Background: an optimization exercise with open tools, aiming at small area, a short achievable clock period and few clock cycles per item. Do not read the settings as production practice.

Design iterative_karatsuba_32_16, start of the top module:
module iterative_karatsuba_32_16(clk, rst, enable, A, B, C, done);
    input clk;
    input rst;
    input enable;
    input [31:0] A;
    input [31:0] B;
    output [63:0] C;
    output done;
    reg        held;    
    reg [63:0] P_q;     
    wire bx1_0;
    wire bx2_0;
    wire bng_0;
    wire pp1;
    wire pp2;
    wire pp3;
    wire pp4;
    wire pp5;
    wire pp6;
    wire pp7;
    wire pp8;
    wire pp9;
    wire pp10;
    wire pp11;
    wire pp12;
    wire pp13;
    wire pp14;
    wire pp15;
    wire pp16;
    wire pp17;
    wire pp18;
    wire pp19;
    wire pp20;
    wire pp21;
    wire pp22;
    wire pp23;
    wire pp24;
    wire pp25;
    wire pp26;
    wire pp27;
    wire pp28;
    wire pp29;
    wire pp30;
    wire pp31;
    wire pp32;
    wire pp33;
    wire pn34;
    wire ps35;
    wire bx1_1;
    wire bx2_1;
    wire bng_1;
    wire pp36;
    wire pp37;
    wire pp38;
    wire pp39;
    wire pp40;
    wire pp41;
    wire pp42;
    wire pp43;
    wire pp44;
    wire pp45;
    wire pp46;
    wire pp47;
    wire pp48;
    wire pp49;
    wire pp50;
    wire pp51;
    wire pp52;
    wire pp53;
    wire pp54;
    wire pp55;
    wire pp56;
    wire pp57;
    wire pp58;
    wire pp59;
    wire pp60;
    wire pp61;
    wire pp62;
    wire pp63;
    wire pp64;
    wire pp65;
    wire pp66;
    wire pp67;
    wire pp68;
    wire pn69;
    wire ps70;
    wire bx1_2;
    wire bx2_2;
    wire bng_2;
    wire pp71;
    wire pp72;
    wire pp73;
    wire pp74;
    wire pp75;
    wire pp76;
    wire pp77;
    wire pp78;
    wire pp79;
    wire pp80;
    wire pp81;
    wire pp82;
    wire pp83;
    wire pp84;
    wire pp85;
    wire pp86;
    wire pp87;
    wire pp88;
    wire pp89;
    wire pp90;
    wire pp91;
    wire pp92;
    wire pp93;
    wire pp94;
    wire pp95;
    wire pp96;
    wire pp97;
    wire pp98;
    wire pp99;
    wire pp100;
    wire pp101;
    wire pp102;
    wire pp103;
    wire pn104;
    wire ps105;
    wire bx1_3;
    wire bx2_3;
    wire bng_3;
    wire pp106;
    wire pp107;
    wire pp108;
    wire pp109;
    wire pp110;
    wire pp111;
    wire pp112;
    wire pp113;
    wire pp114;
    wire pp115;
    wire pp116;
    wire pp117;
    wire pp118;
    wire pp119;
    wire pp120;
    wire pp121;
    wire pp122;
    wire pp123;
    wire pp124;
    wire pp125;
    wire pp126;
  ...
export LEC_CHECK = 0
export ABC_AREA = 1
export CAP_MARGIN = 20
export CORE_MARGIN = 2
export CORE_UTILIZATION = 40
export SLEW_MARGIN = 20
create_clock -name core_clock -period 42.0 [get_ports {clk}]
standard.sh (not shown) runs the stock make flow with config.mk's settings and CLKGATE_MAP_FILE= SYNTH_SCRIPT=/design/flow/synth_recipe.tcl, a recipe that flattens the netlist after the stock synthesis.
==> flow/flow/run.sh <==
#!/bin/bash
# The standard layout with two changes:
#  - synthesis skips Yosys's early "abc -fast" (SYNTH_ARGS=-noabc), so the
#    multiplier's full adders reach extract_fa as written and no inverters
#    land between the adder cells;
#  - every port still gets its buffer, but a plain buf_2 rather than the
#    delay cell buffer_ports picks by default.
set -euo pipefail
export BUFFER_PORTS_ARGS="-buffer_cell sky130_fd_sc_hd__buf_2"
export SETUP_SLACK_MARGIN=18
bash standard.sh SYNTH_ARGS=-noabc synth > synth.log 2>&1
bash standard.sh > layout.log 2>&1
Change:
--- a/flow/flow/run.sh
+++ b/flow/flow/run.sh
@@ -8,5 +8,5 @@
 set -euo pipefail
 export BUFFER_PORTS_ARGS="-buffer_cell sky130_fd_sc_hd__buf_2"
-export SETUP_SLACK_MARGIN=18
+export SETUP_SLACK_MARGIN=21
 bash standard.sh SYNTH_ARGS=-noabc synth > synth.log 2>&1
 bash standard.sh > layout.log 2>&1
- ABC_AREA: 1 -> not set
Effect:
- wire length came out higher by 11%
- cell area is higher by 18%
- synthesized area fell by 2.8%
- register-to-register slack gets better by 460 ps
- sequential share of layout area went down by 0.73 points
- via count rose by 1.2%
- worst setup slack improves by 49 ps
Change:
--- a/flow/flow/run.sh
+++ b/flow/flow/run.sh
@@ -8,5 +8,4 @@
 set -euo pipefail
 export BUFFER_PORTS_ARGS="-buffer_cell sky130_fd_sc_hd__buf_2"
-export SETUP_SLACK_MARGIN=21
 bash standard.sh SYNTH_ARGS=-noabc synth > synth.log 2>&1
 bash standard.sh > layout.log 2>&1
- CAP_MARGIN: 20 -> 50
- SLEW_MARGIN: 20 -> 70
Final cell count decreases by about 6%.
Setup slack got worse by 1100 ps.
Hold slack improved by 9.9 ps.
Routed wire length decreases by about 10%.
Via count decreases by about 7%.
Synthesized cell count does not change.
Die area does not change.
Final area decreases by 15%.
No functional check of the RTL was part of any run of this note.

## what the ideal ports hide
In the flow no input, the clock included, has a driving cell. The finished layouts below were timed again as built, in two steps. Step 1: set_driving_cell puts a clkbuf_16 on clk and a buf_2 on each other input, an assumption about the parent block. Step 2 adds t to the input delays and takes it off the output delays; t is the mean of the earliest and latest rising clock arrival at the registers after step 1. Input paths then give back, and output paths get back, about the clock's delay inside the block. Slacks: ideal / step 1 / step 2; pairs: ideal / step 1.
| run | t, ns | setup slack, ns | pins driven straight from the clock port |
|---|---|---|---|
| the first run | 0.429 | 18.659 / 18.612 / 18.612 | 1 |
| the second run | 0.459 | 18.709 / 18.672 / 18.672 | 1 |
| the third run | 0.448 | 17.577 / 17.547 / 17.547 | 1 |
After both steps setup and hold are still met in every run listed. For the first run, which loses most, drivers alone change the setup slack by -0.047 ns; drivers and shift together by -0.047 ns.
